Background: an optimization exercise with open tools, aiming at small area. Do not read the settings as production practice.
In this exercise RTL edits were held to simulation tests only and were not proved equivalent to the original.
The clock port is modelled as an ideal driver; clocking choices that lean on that would not hold on a real chip.

==> 06-24: inputs <==
==> flow/design.v <==
`timescale 1ns / 1ps
module VendingMachine_top(
    input [3:0] BTN,
    input [4:0] SW,
    input clk,
    input rst,
    output [3:0] AN,
    output [6:0] a_to_g,
    output point);
reg [3:0] s0, p;
always @(posedge clk) begin
	if (rst) begin
		s0 <= 4'd0;
		p  <= 4'd0;
	end else begin
		s0 <= BTN;
		p  <= BTN & ~s0;
	end
end
wire wj = p[1] & SW[0];
wire yy = p[2] & SW[0];
wire co = p[3];
wire cc = p[0] & SW[1];
wire ol = p[0] & SW[2];
wire rt = p[0] & SW[3];
wire fill = p[0] & SW[4];
wire iqc = p[1] & SW[1];
wire iqo = p[1] & SW[2];
wire iqr = p[1] & SW[3];
wire rc = rst | co;
reg [2:0] c5;
reg c2;
reg [1:0] sel;
reg [5:0] u;
reg [1:0] sf;
wire e5 = c5[2];                        
wire eu = e5 & c2 & (sel == 2'd0);      
wire [6:0] u1 = {1'b0, u} + 7'd1;
wire uw = u1[6];                        
always @(posedge clk) begin
	if (rc) begin
		c5 <= 3'd0;
		c2 <= 1'b0;
		sel <= 2'd0;
		u <= 6'd44;
		sf <= 2'd0;
	end else begin
		c5 <= {c5[1] & c5[0], c5[1] ^ c5[0], ~c5[0] & ~c5[2]};
		if (e5) begin
			c2 <= ~c2;
			if (!c2)
				sel <= sel + 2'd1;
		end
		if (eu) begin
			u <= {u1[5], u1[4] | uw, u1[3] | uw, u1[2:0]};
			if (uw)
				sf <= sf + 2'd1;
		end
	end
end
reg x;             
reg [3:0] ge, shi, bai;
reg [2:0] nc, no, nr;
wire shi0 = shi == 4'd0;
wire hi   = !shi0 || (bai != 4'd0);
wire ge2  = ge[3] | ge[2] | ge[1];
wire ge3  = ge[3] | ge[2] | (ge[1] & ge[0]);
wire ge4  = ge[3] | ge[2];
wire ge9  = ge[3] & ge[0];
wire shi9 = shi[3] & shi[0];
wire eq3  = !ge[3] & !ge[2] & ge[1] & ge[0];
wire m20  = hi || ge2;     
wire m30  = hi || ge3;     
wire m35  = hi || ge4;     
wire hc   = nc != 3'd0;
wire ho   = no != 3'd0;
wire hr   = nr != 3'd0;
wire okc  = m20 && hc;
wire oko  = m30 && ho;
wire okr  = m35 && hr;
wire inc  = yy || (x && wj);
wire dec_shi = cc ? (hi && hc && !ge2) :
               ol ? (hi && ho && !ge3) :
               rt ? (hi && hr && (!ge3 || (eq3 && !x))) : 1'b0;
always @(posedge clk) begin
	if (rc)
		x <= 1'b0;
	else if (wj)
		x <= ~x;
	else if (rt && okr)
		x <= ~x || !ge3;
end
wire [1:0] dsel = cc ? 2'd0 : ol ? 2'd1 : (x && ge3) ? 2'd1 : 2'd2;
wire [3:0] damt = {1'b0, dsel == 2'd2, dsel != 2'd2, dsel == 2'd1};
wire [4:0] gsub = {1'b0, ge} - {1'b0, damt};
wire [3:0] gdec = gsub[4] ? gsub[3:0] + 4'd10 : gsub[3:0];
wire gdo = cc ? okc : ol ? oko : rt ? m35 : 1'b0;
always @(posedge clk) begin
	if (rc)
		ge <= 4'd0;
	else if (inc)
		ge <= ge9 ? 4'd0 : ge + 4'd1;
	else if (gdo)
		ge <= gdec;
end
always @(posedge clk) begin
	if (rc)
		shi <= 4'd0;
	else if (inc && ge9)
		shi <= shi9 ? 4'd0 : shi + 4'd1;
	else if (dec_shi)
		shi <= shi0 ? 4'd9 : shi - 4'd1;
end
always @(posedge clk) begin
	if (rc)
		bai <= 4'd0;
	else if (inc && ge9 && shi9)
		bai <= bai + 4'd1;
	else if (dec_shi && shi0)
		bai <= bai - 4'd1;
end
always @(posedge clk) begin
	if (rst || fill) begin
		nc <= 3'd5;
		no <= 3'd5;
		nr <= 3'd5;
	end else begin
		if (cc && okc) nc <= nc - 3'd1;
		if (ol && oko) no <= no - 3'd1;
		if (rt && okr) nr <= nr - 3'd1;
	end
end
localparam [13:0] TSTART = 14'h1d8a;
reg [13:0] t1, t2, t3;
wire z1 = t1[12:0] == 13'd0;
wire z2 = t2[12:0] == 13'd0;
wire z3 = t3[12:0] == 13'd0;
wire a1 = !z1 || t1[13];
wire a2 = !z2 || t2[13];
wire a3 = !z3 || t3[13];
wire ld1 = (cc && !hc) || (ol && !ho) || (rt && !hr);
wire ld2 = (cc && !m20) || (ol && !m30) || (rt && !m35);
wire ld3 = iqc || iqo || iqr;
always @(posedge clk) begin
	if (rst) t1 <= 14'd0;
	else if (ld1) t1 <= TSTART;
	else t1 <= {t1[12:0], (t1[13] ^ t1[0]) & !z1};
end
always @(posedge clk) begin
	if (rst) t2 <= 14'd0;
	else if (ld2) t2 <= TSTART;
	else t2 <= {t2[12:0], (t2[13] ^ t2[0]) & !z2};
end
always @(posedge clk) begin
	if (rst) t3 <= 14'd0;
	else if (ld3) t3 <= TSTART;
	else t3 <= {t3[12:0], (t3[13] ^ t3[0]) & !z3};
end
wire le20 = !hi && !ge3;                 
wire le30 = !hi && !ge4;                 
reg [1:0] mf, mi;
always @(posedge clk) begin
	if (cc && le20) mf <= 2'd1;
	else if (a2 && mf == 2'd1) mf <= 2'd1;
	else if (ol && le30) mf <= 2'd2;
	else if (a2 && mf == 2'd2) mf <= 2'd2;
	else if (rt && le30) mf <= 2'd3;
	else if (a2) mf <= mf;
	else mf <= 2'd3;
end
always @(posedge clk) begin
	if (iqc) mi <= 2'd1;
	else if (a3 && mi == 2'd1) mi <= 2'd1;
	else if (iqo) mi <= 2'd2;
	else if (a3 && mi == 2'd2) mi <= 2'd2;
	else if (iqr) mi <= 2'd3;
	else if (a3) mi <= mi;
	else mi <= 2'd3;
end
assign point = ~(sel == 2'd1);
assign AN = a2 ? {2'b11, sf != 2'd1, sf != 2'd0} : ~(4'd1 << sel);
reg [3:0] num;
always @(*) begin
	if (a1)
		num = 4'hf;
	else if (a2) begin
		if (sf == 2'd1) num = (mf == 2'd1) ? 4'd2 : 4'd3;
		else if (sf == 2'd0 && mf == 2'd3) num = 4'd5;
		else num = 4'd0;
	end else if (a3) begin
		if (sel == 2'd1) num = {1'b0, mi[1] ? (mi[0] ? nr : no) : nc};
		else num = 4'd0;
	end else
		case (sel)
		2'd0: num = {1'b0, x, 1'b0, x};
		2'd1: num = ge;
		2'd2: num = shi;
		default: num = bai;
		endcase
end
reg [6:0] seg;
always @(*)
	case (num)
	4'h0: seg = 7'b0000001;
	4'h1: seg = 7'b1001111;
	4'h2: seg = 7'b0010010;
	4'h3: seg = 7'b0000110;
	4'h4: seg = 7'b1001100;
	4'h5: seg = 7'b0100100;
	4'h6: seg = 7'b0100000;
	4'h7: seg = 7'b0001111;
	4'h8: seg = 7'b0000000;
	4'h9: seg = 7'b0000100;
	4'hA: seg = 7'b0001000;
	4'hB: seg = 7'b1100000;
	4'hC: seg = 7'b0110001;
	4'hD: seg = 7'b1000010;
	4'hE: seg = 7'b0110000;
	default: seg = 7'b0111000;
	endcase
assign a_to_g = seg;
endmodule
==> flow/flow/run.sh <==
#!/bin/bash
# Own layout flow: the standard ORFS steps (standard.sh), with
#  - an area-oriented synthesis: the standard synthesis script with Yosys's
#    extract_fa skipped and ABC run as &deepsyn + the area mapper amap for
#    12 seeds (4 at a time), keeping the smallest netlist
#    (flow/my_synth.tcl); registers come out as in the standard synthesis;
#  - minimum-size port buffers (buf_1) instead of clkdlybuf4s50_1;
#  - CTS's clock tree without dummy loads, its leaf buffers then sized
#    down to what keeps the register clock slew at most 105 ps
#    (flow/post_cts.tcl).
# Each step's full output goes to a log file in this folder.
set -euo pipefail
HERE=$(pwd)
export MY_ABC_DIR=$HERE/abc
export MY_ABC_SEEDS="1 2 3 4 5 6 7 8 9 10 11 12"
export MY_ABC_TIME=40
export MY_ABC_PAR=4
mkdir -p "$MY_ABC_DIR"

bash standard.sh SYNTH_SCRIPT=$HERE/flow/my_synth.tcl synth > synth.log 2>&1

export MY_CLK_PORT=clk
export MY_CLK_ROOT_CELL=sky130_fd_sc_hd__clkbuf_8
export MY_CLK_LEAF_CELLS="sky130_fd_sc_hd__clkbuf_2 sky130_fd_sc_hd__clkbuf_4 sky130_fd_sc_hd__clkbuf_8 sky130_fd_sc_hd__clkbuf_16"
export MY_CLK_SLEW_NS=0.105
bash standard.sh \
  BUFFER_PORTS_ARGS="-buffer_cell sky130_fd_sc_hd__buf_1" \
  CTS_ARGS="-buf_list sky130_fd_sc_hd__clkbuf_8 -root_buf sky130_fd_sc_hd__clkbuf_8 -sink_clustering_enable -dont_use_dummy_load" \
  POST_CTS_TCL=$HERE/flow/post_cts.tcl \
  finish > layout.log 2>&1
==> flow/flow/my_synth.tcl <==
# Standard synthesis script (synth_recipe.tcl), with two changes for area:
# Yosys's extract_fa is skipped, and ABC maps with an area script
# (&deepsyn, then the area mapper amap). The ABC runs for several random
# seeds go in parallel on the same extracted logic; the smallest mapped
# netlist is then read back through Yosys's abc pass. Registers are
# untouched (ABC only maps the logic between them).
proc synth {args} { yosys synth -nofsm -noshare {*}$args }
proc extract_fa {args} { puts "own synthesis: extract_fa skipped" }
proc abc {args} {
  set dir $::env(MY_ABC_DIR)
  set i [lsearch -exact $args -script]
  set abcbin [file join [file dirname [info nameofexecutable]] yosys-abc]
  if { ![file executable $abcbin] } { set abcbin yosys-abc }
  yosys design -save pre_abc
  # 1. Let the abc pass write out the logic (input.blif) and its script.
  set f [open $dir/dump.script w]
  puts $f "strash"
  close $f
  lset args [expr {$i + 1}] $dir/dump.script
  file mkdir $dir/dump
  set old [pwd]
  cd $dir/dump
  yosys abc -nocleanup {*}$args
  cd $old
  set tmp [lindex [glob -directory $dir/dump -type d _tmp_yosys-abc-*] 0]
  set hdr {}
  set f [open $tmp/abc.script r]
  foreach line [split [read $f] "\n"] {
    if { [regexp {^(read_lib|read_constr) } $line] } { lappend hdr $line }
  }
  close $f
  yosys design -load pre_abc
  # 2. Map with each seed, in parallel batches.
  set jobs {}
  foreach seed $::env(MY_ABC_SEEDS) {
    set f [open $dir/seed$seed.script w]
    puts $f "read_blif $tmp/input.blif"
    foreach line $hdr { puts $f $line }
    puts $f "strash\n&get -n\n&st\n&deepsyn -T $::env(MY_ABC_TIME) -S $seed\n&dch -f\n&put\namap -F 4\ntopo\nwrite_blif $dir/seed$seed.blif\nstime"
    close $f
    lappend jobs "$abcbin -f $dir/seed$seed.script > $dir/seed$seed.log 2>&1"
  }
  set par $::env(MY_ABC_PAR)
  for { set k 0 } { $k < [llength $jobs] } { incr k $par } {
    set batch [lrange $jobs $k [expr {$k + $par - 1}]]
    exec sh -c "[join $batch { & }] & wait"
  }
  # 3. Keep the smallest.
  set best 1e18
  set bestseed -1
  foreach seed $::env(MY_ABC_SEEDS) {
    set f [open $dir/seed$seed.log r]
    set log [read $f]
    close $f
    if { [regexp {Area =\s*([0-9.]+)} [regsub -all {\x1b\[[0-9;]*m} $log ""] -> area] && [file exists $dir/seed$seed.blif] } {
      puts "own synthesis: seed $seed area $area"
      if { $area < $best } {
        set best $area
        set bestseed $seed
      }
    }
  }
  if { $bestseed < 0 } { error "own synthesis: no ABC run finished" }
  puts "own synthesis: kept seed $bestseed (logic area $best)"
  # 4. Read the chosen netlist back through the abc pass.
  set f [open $dir/final.script w]
  puts $f "read_blif $dir/seed$bestseed.blif"
  close $f
  lset args [expr {$i + 1}] $dir/final.script
  yosys abc {*}$args
}
source $::env(SCRIPTS_DIR)/synth.tcl
# left out here: clear keep_hierarchy, flatten, clean up, hide names made inside functions, write 1_2_yosys.v
==> flow/flow/post_cts.tcl <==
# Resize the clock buffers that CTS built (a root buffer and leaf buffers
# of at most 15 registers each). Every leaf starts at the smallest size in
# MY_CLK_LEAF_CELLS and is stepped up until the estimated slew at each of
# its register clock pins is at most MY_CLK_SLEW_NS. The tree's shape and
# every register's path (two buffers) are unchanged.
set block [ord::get_db_block]
set db [ord::get_db]
set sizes $::env(MY_CLK_LEAF_CELLS)
set target $::env(MY_CLK_SLEW_NS)
proc out_net { inst } {
  foreach it [$inst getITerms] {
    if { [$it getIoType] == "OUTPUT" } { return [$it getNet] }
  }
  return ""
}
set root [$block findInst "clkbuf_0_$::env(MY_CLK_PORT)"]
$root swapMaster [$db findMaster $::env(MY_CLK_ROOT_CELL)]
set leaves {}
foreach it [[out_net $root] getITerms] {
  set inst [$it getInst]
  if { $inst == $root } { continue }
  if { [string match "sky130_fd_sc_hd__clkbuf_*" [[$inst getMaster] getName]] } {
    lappend leaves $inst
    set level([$inst getName]) 0
    $inst swapMaster [$db findMaster [lindex $sizes 0]]
  }
}
set_propagated_clock [all_clocks]
for { set iter 0 } { $iter < [llength $sizes] } { incr iter } {
  estimate_parasitics -placement
  set changed 0
  foreach inst $leaves {
    set name [$inst getName]
    set mx 0
    foreach p [get_pins -of_objects [get_nets [[out_net $inst] getName]] -filter "direction==input"] {
      set s [get_property $p slew_max]
      if { $s > $mx } { set mx $s }
    }
    puts "post_cts: iter $iter leaf $name [[$inst getMaster] getName] max slew $mx"
    if { $mx > $target && $level($name) < [llength $sizes] - 1 } {
      incr level($name)
      $inst swapMaster [$db findMaster [lindex $sizes $level($name)]]
      set changed 1
    }
  }
  if { !$changed } { break }
}
set_placement_padding -global -left 0 -right 0
detailed_placement
estimate_parasitics -placement
repair_timing -hold
detailed_placement
check_placement -verbose
report_clock_skew
==> flow/standard.sh <==
#!/bin/bash
# synth_recipe.tcl (not shown) runs the flow's synth.tcl, then flattens the netlist and writes it again
# the make line also repeats each setting of config.mk as NAME=value (left out here)
make -C /OpenROAD-flow-scripts/flow DESIGN_CONFIG=/design/flow/config.mk WORK_HOME=/design/flow/orfs CLKGATE_MAP_FILE= SYNTH_SCRIPT=/design/flow/synth_recipe.tcl "${@:-finish}"
==> flow/config.mk <==
export PLATFORM = sky130hd
export DESIGN_NAME = VendingMachine_top
export DESIGN_NICKNAME = VendingMachine_top
export VERILOG_FILES = /design/flow/design.v
export SDC_FILE = /design/flow/constraint.sdc
export NUM_CORES = 4
export LEC_CHECK = 0
export CAP_MARGIN = 20
export CORE_MARGIN = 2
export CORE_UTILIZATION = 78
export PLACE_DENSITY = 0.86
export SLEW_MARGIN = 20
==> flow/constraint.sdc <==
create_clock -name core_clock -period 10.0 [get_ports {clk}]
set_input_delay 2.0000 -clock core_clock [delete_from_list [all_inputs] [get_ports {clk}]]
set_output_delay 2.0000 -clock core_clock [all_outputs]
set_load 0.01 [all_outputs]
==> 03-17 (differences from 06-24) <==
--- a/flow/config.mk
+++ b/flow/config.mk
@@ -7,6 +7,6 @@
 export LEC_CHECK = 0
 export CAP_MARGIN = 20
 export CORE_MARGIN = 2
-export CORE_UTILIZATION = 78
-export PLACE_DENSITY = 0.86
+export CORE_UTILIZATION = 70
+export PLACE_DENSITY = 0.8
 export SLEW_MARGIN = 20
==> 01-22 (differences from 06-24) <==
--- a/flow/flow/run.sh
+++ b/flow/flow/run.sh
@@ -5,7 +5,8 @@
 #    12 seeds (4 at a time), keeping the smallest netlist
 #    (flow/my_synth.tcl); registers come out as in the standard synthesis;
 #  - minimum-size port buffers (buf_1) instead of clkdlybuf4s50_1;
-#  - CTS's clock tree without dummy loads, its leaf buffers then sized
+#  - CTS's clock tree without dummy loads, with a clkbuf_4 root; its leaf
+#    buffers are then sized
 #    down to what keeps the register clock slew at most 105 ps
 #    (flow/post_cts.tcl).
 # Each step's full output goes to a log file in this folder.
@@ -20,7 +21,7 @@
 bash standard.sh SYNTH_SCRIPT=$HERE/flow/my_synth.tcl synth > synth.log 2>&1
 
 export MY_CLK_PORT=clk
-export MY_CLK_ROOT_CELL=sky130_fd_sc_hd__clkbuf_8
+export MY_CLK_ROOT_CELL=sky130_fd_sc_hd__clkbuf_4
 export MY_CLK_LEAF_CELLS="sky130_fd_sc_hd__clkbuf_2 sky130_fd_sc_hd__clkbuf_4 sky130_fd_sc_hd__clkbuf_8 sky130_fd_sc_hd__clkbuf_16"
 export MY_CLK_SLEW_NS=0.105
 bash standard.sh \
--- a/flow/flow/my_synth.tcl
+++ b/flow/flow/my_synth.tcl
@@ -36,7 +36,7 @@
     set f [open $dir/seed$seed.script w]
     puts $f "read_blif $tmp/input.blif"
     foreach line $hdr { puts $f $line }
-    puts $f "strash\n&get -n\n&st\n&deepsyn -T $::env(MY_ABC_TIME) -S $seed\n&dch -f\n&put\namap -F 4\ntopo\nwrite_blif $dir/seed$seed.blif\nstime"
+    puts $f "strash\n&get -n\n&st\n&deepsyn -T $::env(MY_ABC_TIME) -S $seed\n&dch -f\n&put\namap -F 4 -A 16\ntopo\nwrite_blif $dir/seed$seed.blif\nstime"
     close $f
     lappend jobs "$abcbin -f $dir/seed$seed.script > $dir/seed$seed.log 2>&1"
   }
--- a/flow/config.mk
+++ b/flow/config.mk
@@ -7,6 +7,7 @@
 export LEC_CHECK = 0
 export CAP_MARGIN = 20
 export CORE_MARGIN = 2
-export CORE_UTILIZATION = 78
-export PLACE_DENSITY = 0.86
+export CORE_UTILIZATION = 70
+export GPL_TIMING_DRIVEN = 0
+export PLACE_DENSITY = 0.8
 export SLEW_MARGIN = 20
==> flow_metrics.tcl <==
set metrics [dict create \
    status "complete, no violations" \
    syn_area_per_cell_um2 7.87 \
    rr_startpoint "shi[3]" \
    synth_cells 458 \
    layout_worst_path_cycle_share_pct 61.5 \
    comb-power_mw 0.393 \
    instances_no_fill 560 \
    place_area_um2 3780 \
    met1_usage_pct 34.8 \
    slew_headroom_pct 43.9 \
    skew_ns 0.0335 \
    rows 26 \
    synth.yosys.seq_area_share_pct 50.0 \
    crit_start "t2[12]" \
]
Source of the figures above: 03-17

==> flow_metrics.tcl <==
set metrics [dict create \
    status "complete, no violations" \
    crit_start "t2[10]" \
    syn_area_per_cell_um2 7.89 \
    rows 26 \
    p_per_area_nw_per_um2 257 \
    drc 0 \
    drtIter0Drc 248 \
    place_area_um2 3770 \
    synth_cells 456 \
    layout_worst_path_cycle_share_pct 61.6 \
    slew_headroom_pct 36.7 \
    met1_usage_pct 35.1 \
    yosysMostFrequentCell "nor2_1" \
    skew_ns 0.0322 \
    instances_no_fill 557 \
    clock-sinks 90 \
    rr_startpoint "shi[1]" \
    synth.yosys.seq_area_share_pct 50.1 \
]
Source of the figures above: 01-22

==> flow_metrics.tcl <==
set metrics [dict create \
    rows 24 \
    synth.yosys.seq_area_share_pct 50.0 \
    place_area_um2 3760 \
    synth_cells 458 \
    comb-power_mw 0.411 \
    layout_worst_path_cycle_share_pct 62.5 \
    syn_area_per_cell_um2 7.87 \
    met1_usage_pct 44.0 \
    instances_no_fill 542 \
    status "complete, no violations" \
    clk_pin_slew_ns 0.10 \
    slew_headroom_pct 43.3 \
    rr_startpoint "shi[0]" \
]
Source of the figures above: 06-24

## port drivers added, routing unchanged
How much do the figures lean on ideal ports? The routed layouts below were timed once more, with nothing changed but the port constraints.
Step 1 sets driving cells, clkbuf_16 on the clock port and buf_2 on the other inputs (assumed; they add their load-dependent delay and slew).
Step 2 moves the port delays by t, midway between the first and last clock arrival at a register: inputs arrive t later, outputs are due t later. That takes back most of the time a late clock gives input paths.
Three values: ideal ports, drivers, drivers and shift; two values: the first two.
| run | t (ns) | setup WS [ns] | hold WS [ns] | worst setup path after step 2 | worst data-port slew with drivers (ns) |
|---|---|---|---|---|---|
| 06-24 | 0.376 | 3.754 / 3.726 / 4.101 | 0.393 / 0.393 / 0.393 | register to output | 0.04 |
| 03-17 | 0.374 | 3.853 / 3.824 / 4.198 | 0.386 / 0.386 / 0.386 | register to output | 0.04 |
| 01-22 | 0.456 | 3.840 / 3.812 / 4.268 | 0.388 / 0.388 / 0.388 | register to output | 0.04 |
After both steps setup and hold are still met in every run listed.
